Context: an optimization exercise on an open-source flow, tuned for small area. The choices shown serve that exercise and are no tape-out recipe.
Only simulation tests tie the RTL to the original design; equivalence was not proved.
Power figures rest on the tool's default switching activity, not on a simulated workload.

==> design/flow/design.v <==
module memory #(
  parameter DWIDTH             = 4,
  parameter AWIDTH             = 8
)(
  input                     clk_i,
  input [DWIDTH-1:0]        data_write_i,
  input [AWIDTH-1:0]  data_write_ind_i,
  input                     wrreq_i,
  input [AWIDTH-1:0]  data_read_ind_i,
  input                     rdreq_i,
  output logic [DWIDTH-1:0] readen_out
);
  logic[DWIDTH - 1:0] data[(1 << AWIDTH) - 1:0];
  always_ff @(posedge clk_i)
    begin
      if(wrreq_i)
        begin
          data[data_write_ind_i] <= data_write_i;
        end
    end
  always_ff @(posedge clk_i)
    begin
      if(rdreq_i)
        begin
          readen_out <= data[data_read_ind_i];
        end
    end
endmodule
module fifo #(
  parameter DWIDTH             = 4,
  parameter AWIDTH             = 8,
  parameter SHOWAHEAD          = 1,
  parameter ALMOST_FULL_VALUE  = 6,
  parameter ALMOST_EMPTY_VALUE = 2,
  parameter REGISTER_OUTPUT    = 0
)(
  input                     clk_i,
  input                     srst_i,
  input [DWIDTH-1:0]        data_i,
  input                     wrreq_i,
  input                     rdreq_i,
  output logic [DWIDTH-1:0] q_o,
  output logic              empty_o,
  output logic              full_o,
  output logic [AWIDTH:0]   usedw_o,
  output logic              almost_full_o,
  output logic              almost_empty_o
);
  logic [(AWIDTH):0] read_ind;
  logic [(AWIDTH):0] write_ind;
  logic [AWIDTH:0]                    size;
  logic [DWIDTH-1:0] q_o2;
  logic[(AWIDTH):0] read_ind_memory;
  logic writen_to_empty;
  logic  read_allow;
  assign read_allow      = (rdreq_i || (writen_to_empty));
  memory #(
  .DWIDTH ( DWIDTH ),
  .AWIDTH ( AWIDTH + 1 )
  ) memory_block (
    .clk_i            (clk_i),
    .data_write_i     (data_i),
    .data_write_ind_i (write_ind),
    .wrreq_i          (wrreq_i),
    .data_read_ind_i  (read_ind_memory),
    .rdreq_i          (read_allow),
    .readen_out       (q_o2)
  );
  assign usedw_o = size;
  always_ff @(posedge clk_i)
    begin
      if(srst_i)
        begin
          almost_full_o <= '0;
        end
      else
        begin
          if(rdreq_i && !wrreq_i)
            almost_full_o <= (size - 1 >= ALMOST_FULL_VALUE);
          else
            if(!rdreq_i && wrreq_i)
              almost_full_o <= (size + 1 >= ALMOST_FULL_VALUE);
        end
    end
  always_ff @(posedge clk_i)
    begin
      if(srst_i)
        begin
          almost_empty_o <= '1;
        end
      else
        begin
          if(rdreq_i && !wrreq_i)
            almost_empty_o <= (size - 1 < ALMOST_EMPTY_VALUE);
          else
            if(!rdreq_i && wrreq_i)
              almost_empty_o <= (size + 1 < ALMOST_EMPTY_VALUE);
        end
    end
  always_ff @(posedge clk_i)
    begin
      if(srst_i)
        begin
          read_ind <= '0;
        end
      else
        begin
          if(rdreq_i)
            if(read_ind != (1 << AWIDTH))
              read_ind <= read_ind + 1'b1;
            else
              read_ind <= '0;
        end
    end
  always_ff @(posedge clk_i)
    begin
      if(srst_i)
        begin
          write_ind <= '0;
        end
      else
        begin
          if(wrreq_i)
            if(write_ind != (1 << AWIDTH))
              write_ind <= write_ind + 1'b1;
            else
              write_ind <= '0;
        end
    end
  always_ff @(posedge clk_i)
    begin
      if(srst_i)
        size <= 0;
      else
        begin
          if(!rdreq_i && wrreq_i)
            size <= size + 1;
          else
            if(rdreq_i && !wrreq_i)
              size <= size - 1;
        end
    end
  always_comb
    begin
      if(!rdreq_i)
        read_ind_memory = (read_ind);
      else
        if(read_ind != (1 << AWIDTH))
          read_ind_memory = read_ind + 1'b1;
        else
          read_ind_memory = '0;
    end
  always_comb
    begin
      if(!((read_ind == write_ind || writen_to_empty)))
        q_o = q_o2;
      else
        q_o = '0;
    end
  always_ff @(posedge clk_i)
    begin
      if(srst_i)
        begin
          full_o <= '0;
        end
      else
        begin
          if(size + 1 == (1 << AWIDTH) && wrreq_i && !rdreq_i)
            full_o <= 1'b1;
          else
            if(full_o && rdreq_i)
              full_o <= 1'b0;
        end
    end
  always_ff @(posedge clk_i)
    begin
      if(srst_i)
        begin
          writen_to_empty <= 0;
        end
      else
        begin
          writen_to_empty <= 0;
          if(size == 0)
            begin
              if(wrreq_i)
                writen_to_empty <= 1;
            end
          else
            if(size == 1)
              if(wrreq_i && rdreq_i)
                writen_to_empty <= 1;     
        end
    end
  always_ff @(posedge clk_i)
    begin
      if(srst_i)
        empty_o <= 1;
      else
        begin
          if(size == 0 && !wrreq_i && !rdreq_i)
            empty_o <= 1;
          else
            if(size == 0 && wrreq_i)
              empty_o <= 1;
            else
              if(size == 1 && rdreq_i)
                empty_o <= 1; 
              else
                empty_o <= 0; 
         end
    end
endmodule
==> design/flow/run.sh <==
#!/bin/bash
# synth_recipe.tcl (not shown) runs the flow's synth.tcl, then flattens the netlist and writes it again
# the make line also repeats each setting of config.mk as NAME=value (left out here)
make -C /OpenROAD-flow-scripts/flow DESIGN_CONFIG=/design/flow/config.mk WORK_HOME=/design/flow/orfs CLKGATE_MAP_FILE= SYNTH_SCRIPT=/design/flow/synth_recipe.tcl finish
==> design/flow/config.mk <==
export PLATFORM = sky130hd
export DESIGN_NAME = fifo
export DESIGN_NICKNAME = fifo
export VERILOG_FILES = /design/flow/design.v
export SDC_FILE = /design/flow/constraint.sdc
export NUM_CORES = 4
export LEC_CHECK = 0
export CAP_MARGIN = 20
export CORE_MARGIN = 2
export CORE_UTILIZATION = 40
export SLEW_MARGIN = 20
==> design/flow/constraint.sdc <==
create_clock -name core_clock -period 5.0 [get_ports {clk_i}]
set_input_delay 1.0000 -clock core_clock [delete_from_list [all_inputs] [get_ports {clk_i}]]
set_output_delay 1.0000 -clock core_clock [all_outputs]
set_load 0.01 [all_outputs]
==> results of run 1 <==
==> final timing paths <==
kind                                      from                    endpoint  slack (ns)  cells past startpoint
worst max-delay path               read_ind[0]  memory_block.readen_out[2]        0.34                     15
worst min-delay path            almost_empty_o              almost_empty_o        0.53                      2
worst max register to register     read_ind[0]  memory_block.readen_out[2]        0.34                     15
worst min register to register  almost_empty_o              almost_empty_o        0.53                      2
==> through the flow <==
step / worst slack [ns] / std cells
3_3_place_gp: -0.287 / 9136
3_5_place_dp: -0.325 / 9136
5_1_grt: 0.0329 / 9522
4_1_cts: 0.396 / 9521
6_report: 0.339 / 9523
2_1_floorplan: 1.31 / 6355
==> layer usage <==
layer  wire length [um]  up-vias  global-route usage  part of all wire
li1                   -    23802                   -                 -
met3              24800      548              0.0461             0.096
met5                  0        -                   0                 0
met2             119000     2869               0.369              0.46
met1             103000    28094               0.321              0.40
met4              11300        0              0.0960             0.044
==> cells by family (layout without fill, tap and decap cells) <==
logic type      after synthesis  after routing  synth area share
simple gates               3110           3110             0.155
other cells                   0              1                 0
buf+inv                     465            811            0.0261
xor+xnor                     34             34           0.00351
mux                         224            224            0.0445
flops                      2084           2084             0.733
compound gates              423            423            0.0358
fa+ha+maj                    15             15           0.00221
==> placed cells by master (no fill, tap or decap), drive strengths merged, types with 36 or more instances in the layout <==
master / count
a21oi: 56
and3: 67
nor2: 583
nand3: 833
a32oi: 46
edfxtp: 2052
buf: 396
a31oi: 109
mux2i: 99
mux4: 120
o21ai: 37
a311oi: 36
nand2: 1522
clkinv: 84
clkbuf: 277
==> tightest hold or removal path: cells and delay by family (launching register included) <==
| family | cells | cell delay (ns) |
|---|---|---|
| AND/OR/NAND/NOR | 1 | 0.05 |
| AO/OA/AOI/OAI | 1 | 0.12 |
| flip-flops | 1 | 0.34 |
==> layout make-up <==
cell class | count | area, um2 | area share
Tap cell | 2821 | 3530 | 0.0362
Clock inverter | 108 | 950 | 0.00974
Timing Repair Buffer | 416 | 4270 | 0.0438
Sequential cell | 2084 | 62300 | 0.638
Antenna cell | 1 | 2.50 | 0.0000257
Inverter | 10 | 37.5 | 0.000385
Multi-Input combinational cell | 3806 | 20800 | 0.213
Clock buffer | 277 | 5710 | 0.0586
==> state kept, by name (all words and copies together), names as in the netlist <==
name                     flops
memory_block.data         2048
read_ind                     9
size                         9
write_ind                    9
memory_block.readen_out      4
almost_empty_o               1
almost_full_o                1
empty_o                      1
full_o                       1
writen_to_empty              1
==> power by group through the flow <==
stage / logic (uW) / registers (uW) / clock network [uW]
global route: 4590 / 19300 / 16200
CTS: 4270 / 19300 / 15500
floorplan: 2440 / 19600 / 0
finish: 4290 / 19300 / 15400
detailed placement: 4250 / 19600 / 0
global placement: 4230 / 19600 / 0
==> impl_metrics.env, run 1 <==
export IMPL_place_area_um2=90900
export IMPL_critPathArrivalTime_ns=5.24
export IMPL_initial_core_util=0.401
export IMPL_pwr_share_seq=0.495
export IMPL_grt_pass1_wl_um=375000
export IMPL_overflow=0
export IMPL_ir_drop_mv=0.353
export IMPL_slowest_delay_ns=0.86
export IMPL_yosys_area_top_type_share=0.725
export IMPL_hpwl_um=161000
export IMPL_cts_tree="yes"
export IMPL_ctsHoldBuffers=0
export IMPL_viasPerCell=5.81
export IMPL_rows=169
export IMPL_hold_path_class="flip-flop to flip-flop"
export IMPL_max_freq_mhz=215
export IMPL_path_max_fanout=29
export IMPL_crit_chain="inv_1, ha_1, mux2_8, buf_12, buf_4, mux2i_1, mux2i_1, a32oi_1, nand3_1, a221oi_1, buf_4, o21ai_0, a31oi_1, buf_4, o311ai_1"
export IMPL_ys_seq_area_frac=0.733
export IMPL_fin_skew_ns=0.0420
export IMPL_synthCells=6355
export IMPL_post_cts_resize_count=0
export IMPL_cp_slowest_cell="a221oi_1"
export IMPL_clock_sinks=2084
export IMPL_postCtsSetupBuffers=0
export IMPL_cpMostUsedCell="buf_4"
export IMPL_p_int_uw=29500
export IMPL_synthFlopType="edfxtp_1"
export IMPL_wire_per_inst_um=27.1
export IMPL_critPathRequiredTime_ns=5.58
export IMPL_first_global_vias=54006
export IMPL_synthTopCellsByArea="edfxtp_1, nand2_1, nand3_1"
export IMPL_tightest_slew_ns=1.20
export IMPL_antenna_found_initial=1
export IMPL_path_class="flip-flop to flip-flop"
export IMPL_grt_use_total=0.235
export IMPL_power_uw=38900
export IMPL_synth_nets=6378
export IMPL_drc=0
export IMPL_cts_buffer_depth=3
export IMPL_drive_above_1_share=0.128
export IMPL_antenna_left=0
export IMPL_synth_edf_count=2052
export IMPL_fin_util=0.461
export IMPL_status="timing/DRC/antenna clean"
export IMPL_syn_area_um2=84900
export IMPL_insertion_delay_ns=0.86
export IMPL_swShare=0.243
export IMPL_drtIter0Drc=7253
export IMPL_final_max_slew_violation_count=0
export IMPL_combPwrFrac=0.110
export IMPL_drt_first_pass_iters=6
export IMPL_synth_cell_types=77
export IMPL_synth_common_cells="edfxtp_1, nand2_1, nand3_1"
export IMPL_fin_tns_setup_ns=0
export IMPL_hold_worst_slack_ns=0.532
export IMPL_die_h_um=465
export IMPL_grt_start_max_net_pins=137
export IMPL_dieArea_um2=216000
export IMPL_fin_crit_ns=4.66
export IMPL_areaGrowthSynthToFinish_pct=14.8
export IMPL_htreeDepth=4
export IMPL_syn_area_per_cell_um2=13.4
export IMPL_synth_seq_cells=2084
export IMPL_setup_worst_path_end_class="flip-flop"
export IMPL_routed_wl_um=258000
export IMPL_vias=55313
export IMPL_io_buffers=24
export IMPL_clk_pin_slew_ns=0.06
export IMPL_ys_warn_count=2
export IMPL_max_slew_margin_rel=0.199
export IMPL_async_flop_share=0
export IMPL_start_kind="flip-flop"
export IMPL_fill_cells=18492
export IMPL_p_switching_uw=9470
export IMPL_numCtsBuffers=210
export IMPL_p_leak_uw=0.0322
export IMPL_cts_root_buf="clkbuf_16"
export IMPL_path_buf_inv=5
export IMPL_pin_count=25
export IMPL_final_area_um2=97500
export IMPL_nNetsFinal=6551
export IMPL_cpLargestDelayFamily="compound AO/OA/AOI/OAI gates"
export IMPL_clock_power_share=0.395
export IMPL_min_period_over_period=0.932
export IMPL_coreArea_um2=212000
export IMPL_synth_largest_area_cell="edfxtp_1"
export IMPL_rsz0062_at_grt="no"
export IMPL_finalSetupViolCount=0
export IMPL_p_per_area_nw_per_um2=399
export IMPL_finalHoldViolations=0
export IMPL_die_w_um=465
export IMPL_yosysMostFrequentCell="edfxtp_1"
export IMPL_cap_violations=0
export IMPL_gp_congestion=0.909
==> inputs of run 2 (changes only) <==
==> design/flow/design.v (replaced) <==
module memory #(
  parameter DWIDTH = 4,
  parameter AWIDTH = 8
)(
  input                     clk_i,
  input [DWIDTH-1:0]        data_i,
  input                     wrreq_i,
  input [AWIDTH-1:0]        rd_ind_i,
  output logic [DWIDTH-1:0] q_o
);
  logic [DWIDTH-1:0] data [(1 << AWIDTH) - 1:0];
  always_ff @(posedge clk_i)
    if (wrreq_i)
      for (int i = 0; i < (1 << AWIDTH); i++)
        data[(i + 1) % (1 << AWIDTH)] <= (i == 0) ? data_i : data[i];
  assign q_o = data[rd_ind_i];
endmodule
module fifo #(
  parameter DWIDTH             = 4,
  parameter AWIDTH             = 8,
  parameter SHOWAHEAD          = 1,
  parameter ALMOST_FULL_VALUE  = 6,
  parameter ALMOST_EMPTY_VALUE = 2,
  parameter REGISTER_OUTPUT    = 0
)(
  input                     clk_i,
  input                     srst_i,
  input [DWIDTH-1:0]        data_i,
  input                     wrreq_i,
  input                     rdreq_i,
  output logic [DWIDTH-1:0] q_o,
  output logic              empty_o,
  output logic              full_o,
  output logic [AWIDTH:0]   usedw_o,
  output logic              almost_full_o,
  output logic              almost_empty_o
);
  logic [AWIDTH:0]   size;
  logic [DWIDTH-1:0] rd_word;
  memory #(
    .DWIDTH ( DWIDTH ),
    .AWIDTH ( AWIDTH )
  ) memory_block (
    .clk_i   (clk_i),
    .data_i  (data_i),
    .wrreq_i (wrreq_i),
    .rd_ind_i(size[AWIDTH-1:0]),
    .q_o     (rd_word)
  );
  assign usedw_o        = size;
  assign almost_full_o  = (size >= ALMOST_FULL_VALUE);
  assign almost_empty_o = (size < ALMOST_EMPTY_VALUE);
  assign q_o            = empty_o ? '0 : rd_word;
  always_ff @(posedge clk_i)
    if (srst_i)
      size <= '0;
    else if (wrreq_i && !rdreq_i)
      size <= size + 1'b1;
    else if (rdreq_i && !wrreq_i)
      size <= size - 1'b1;
  always_ff @(posedge clk_i)
    if (srst_i)
      full_o <= 1'b0;
    else if (size == (1 << AWIDTH) - 1 && wrreq_i && !rdreq_i)
      full_o <= 1'b1;
    else if (rdreq_i)
      full_o <= 1'b0;
  always_ff @(posedge clk_i)
    if (srst_i)
      empty_o <= 1'b1;
    else
      empty_o <= (size == 0) || (size == 1 && rdreq_i);
endmodule
==> impl_metrics.env, run 2 <==
export IMPL_critPathCapture="q_o[3]"
export IMPL_ys_warn_count=3
export IMPL_grt_use_total=0.357
export IMPL_largest_register_ffs=1024
export IMPL_overflow=0
export IMPL_fin_crit_ns=5.09
export IMPL_yosysMostFrequentCell="edfxtp_1"
export IMPL_cts_root_buf="clkbuf_16"
export IMPL_ff2ff_path_depth=9
export IMPL_first_global_vias=28661
export IMPL_pin_count=25
export IMPL_insertion_delay_ns=0.74
export IMPL_critPathRequiredTime_ns=4.00
export IMPL_rr_endpoint="size[7]"
export IMPL_grt_start_max_net_pins=164
export IMPL_final_max_slew_violation_count=0
export IMPL_synthFlopType="edfxtp_1"
export IMPL_finalSetupViolCount=3
export IMPL_ctsHoldBuffers=0
export IMPL_top_register="memory_block.data"
export IMPL_fin_skew_ns=0.0288
export IMPL_synth_seq_cells=1035
export IMPL_cts_buffer_depth=3
export IMPL_ys_seq_area_frac=0.755
export IMPL_rows=117
export IMPL_coreArea_um2=102000
export IMPL_fin_util=0.493
export IMPL_p_per_area_nw_per_um2=444
export IMPL_drt_first_pass_iters=6
export IMPL_hold_path_class="flip-flop to flip-flop"
export IMPL_clock_sinks=1035
export IMPL_cts_tree="yes"
export IMPL_mostFrequentLayoutCell="edfxtp_1"
export IMPL_path_max_fanout=20
export IMPL_vias=30453
export IMPL_tightest_slew_ns=1.04
export IMPL_hpwl_um=132000
export IMPL_dieArea_um2=105000
export IMPL_synth_cell_types=80
export IMPL_layout_cells_non_filler=4379
export IMPL_antenna_found_initial=12
export IMPL_synth_largest_area_cell="edfxtp_1"
export IMPL_viasPerCell=6.95
export IMPL_layout_common_cells="edfxtp_1, buf_4, a22oi_1"
export IMPL_htreeDepth=3
export IMPL_synth_nets=2624
export IMPL_synth_edf_count=1024
export IMPL_die_h_um=324
export IMPL_synthCells=2609
export IMPL_place_inst=4088
export IMPL_grt_pass1_wl_um=252000
export IMPL_syn_area_per_cell_um2=15.7
export IMPL_r2r_slack_ns=2.53
export IMPL_start_kind="flip-flop"
export IMPL_async_flop_share=0
export IMPL_max_slew_margin_rel=0.303
export IMPL_io_buffers=24
export IMPL_die_w_um=324
export IMPL_nNetsFinal=2927
export IMPL_min_period_over_period=1.02
export IMPL_critPathArrivalTime_ns=4.09
export IMPL_worstSetupStartpoint="size[0]"
export IMPL_ir_drop_mv=0.324
export IMPL_setup_worst_path_end_class="output port"
export IMPL_initial_core_util=0.403
export IMPL_clk_pin_slew_ns=0.06
export IMPL_synth_common_cells="edfxtp_1, a22oi_1, nand3_1"
export IMPL_reg2reg_from="size[3]"
export IMPL_max_freq_mhz=197
export IMPL_numCtsBuffers=109
export IMPL_cap_violations=0
export IMPL_setup_ws_ns=-0.0879
export IMPL_rsz0062_at_grt="yes"
export IMPL_syn_area_um2=41000
export IMPL_areaGrowthSynthToFinish_pct=22.3
export IMPL_status="failed layout checks"
export IMPL_failed_checks="negative setup slack"
export IMPL_drive_above_1_share=0.236
export IMPL_routed_wl_um=189000
export IMPL_drc=0
export IMPL_path_class="flip-flop to output port"
export IMPL_antenna_left=0
export IMPL_finalHoldViolations=0
export IMPL_gp_congestion=1.02
export IMPL_top_regs="memory_block.data x1024, size x9"
export IMPL_wire_per_inst_um=43.2
export IMPL_drtIter0Drc=5940
export IMPL_yosys_area_top_type_share=0.750
export IMPL_synthTopCellsByArea="edfxtp_1, a22oi_1, nand3_1"
export IMPL_p_leak_uw=0.0166
run 2: layer usage:
metal	wire length (um)	GRT usage	vias up	part of all wire
met4	13400	0.200	6	0.071
met3	23800	0.0946	646	0.13
met2	81000	0.522	2779	0.43
li1	-	-	11518	-
met1	70900	0.483	15504	0.37
met5	46	0	-	0.00024
run 2: logic make-up (layout without fill, tap and decap cells):
kind of cell    Yosys count  count (layout)  synth area share
other cells               0               6                 0
compound gates          695             695             0.124
flops                  1035            1035             0.755
buf+inv                 237             633            0.0261
xor+xnor                  9               9           0.00192
mux                      20              20           0.00522
fa+ha+maj                 7               7           0.00214
simple gates            606             606            0.0848
run 2: where the power goes:
part           total (uW)  internal [uW]  switching (uW)
Clock                8170           4600            3570
Sequential          10600          10100             444
Combinational        3510           1230            2290
run 2: what timing repair did:
item | CTS | global route
buffers inserted | 69 | 10
pin swaps | 47 | 35
resized for setup | 147 | 54
endpoints found under the setup margin | 4 | 4
gates cloned | 4 | 1
hold endpoints to repair | 0 | 0
run 2: layout make-up:
type | count | area [um2]
Clock buffer | 136 | 2910
Timing Repair Buffer | 418 | 4140
Clock inverter | 68 | 607
Antenna cell | 6 | 15.0
Sequential cell | 1035 | 31000
Tap cell | 1368 | 1710
Fill cell | 8630 | 51600
Inverter | 11 | 43.8
Multi-Input combinational cell | 1337 | 9690
run 2: per-stage QoR:
step	instance area, um2	setup TNS (ns)	setup slack [ns]	hold slack [ns]	total power [uW]
CTS	49800	-0.118	-0.110	0.441	22000
global route	50100	-0.368	-0.147	0.443	22600
floorplan	41000	0	0.843	0.417	11700
finish	50100	-0.174	-0.0879	0.442	22300
detailed placement	45000	-0.785	-0.297	0.432	13700
global placement	45000	-1.03	-0.361	0.428	13700
run 2: worst min path at each step:
| stage | from | to | slack, ns | cells past startpoint |
|---|---|---|---|---|
| 3_3_place_gp | memory_block.data[148][3] | memory_block.data[149][3] | 0.43 | 0 |
| 4_1_cts | memory_block.data[77][1] | memory_block.data[78][1] | 0.44 | 0 |
| 3_5_place_dp | memory_block.data[146][2] | memory_block.data[147][2] | 0.43 | 0 |
| 6_report | memory_block.data[199][0] | memory_block.data[200][0] | 0.44 | 0 |
| 2_1_floorplan | memory_block.data[100][2] | memory_block.data[101][2] | 0.42 | 0 |
| 5_1_grt | memory_block.data[77][1] | memory_block.data[78][1] | 0.44 | 0 |
run 2: critical path: stages (launching register included):
cell	delay, ns
dfxtp_2	0.33
buf_6	0.13
ha_4	0.17
and3b_2	0.24
buf_12	0.18
a22oi_2	0.39
o22ai_2	0.13
or4_4	0.57
nor4_4	0.30
nand4_1	0.16
or3_1	0.35
o21a_2	0.25
buf_6	0.13

-- re-timing with driven ports --
In the flow no input, the clock included, has a driving cell. The finished layouts below were timed again as built, in two steps.
Step 1: set_driving_cell puts a clkbuf_16 on clk_i and a buf_2 on each other input, an assumption about the parent block.
Step 2 times the ports against the registers' clock, not the clock port: input delays grow and output delays shrink by t, the midpoint of the rising clock arrivals with the driver on.
Three values: no drivers, after step 1, after step 2; two values: the first two.
run | t, ns | setup slack, ns | slew at the worst register clock pin (ns)
run 1 | 0.929 | 0.339 / 0.339 / -0.392 | 0.07 / 0.07
run 2 | 0.798 | -0.088 / -0.165 / 0.634 | 0.07 / 0.07
With both steps, setup timing fails in run 1, where it was met with ideal ports. The setup slack of run 1, which loses most, moves by 0.000 ns with the drivers and by -0.731 ns with both steps.
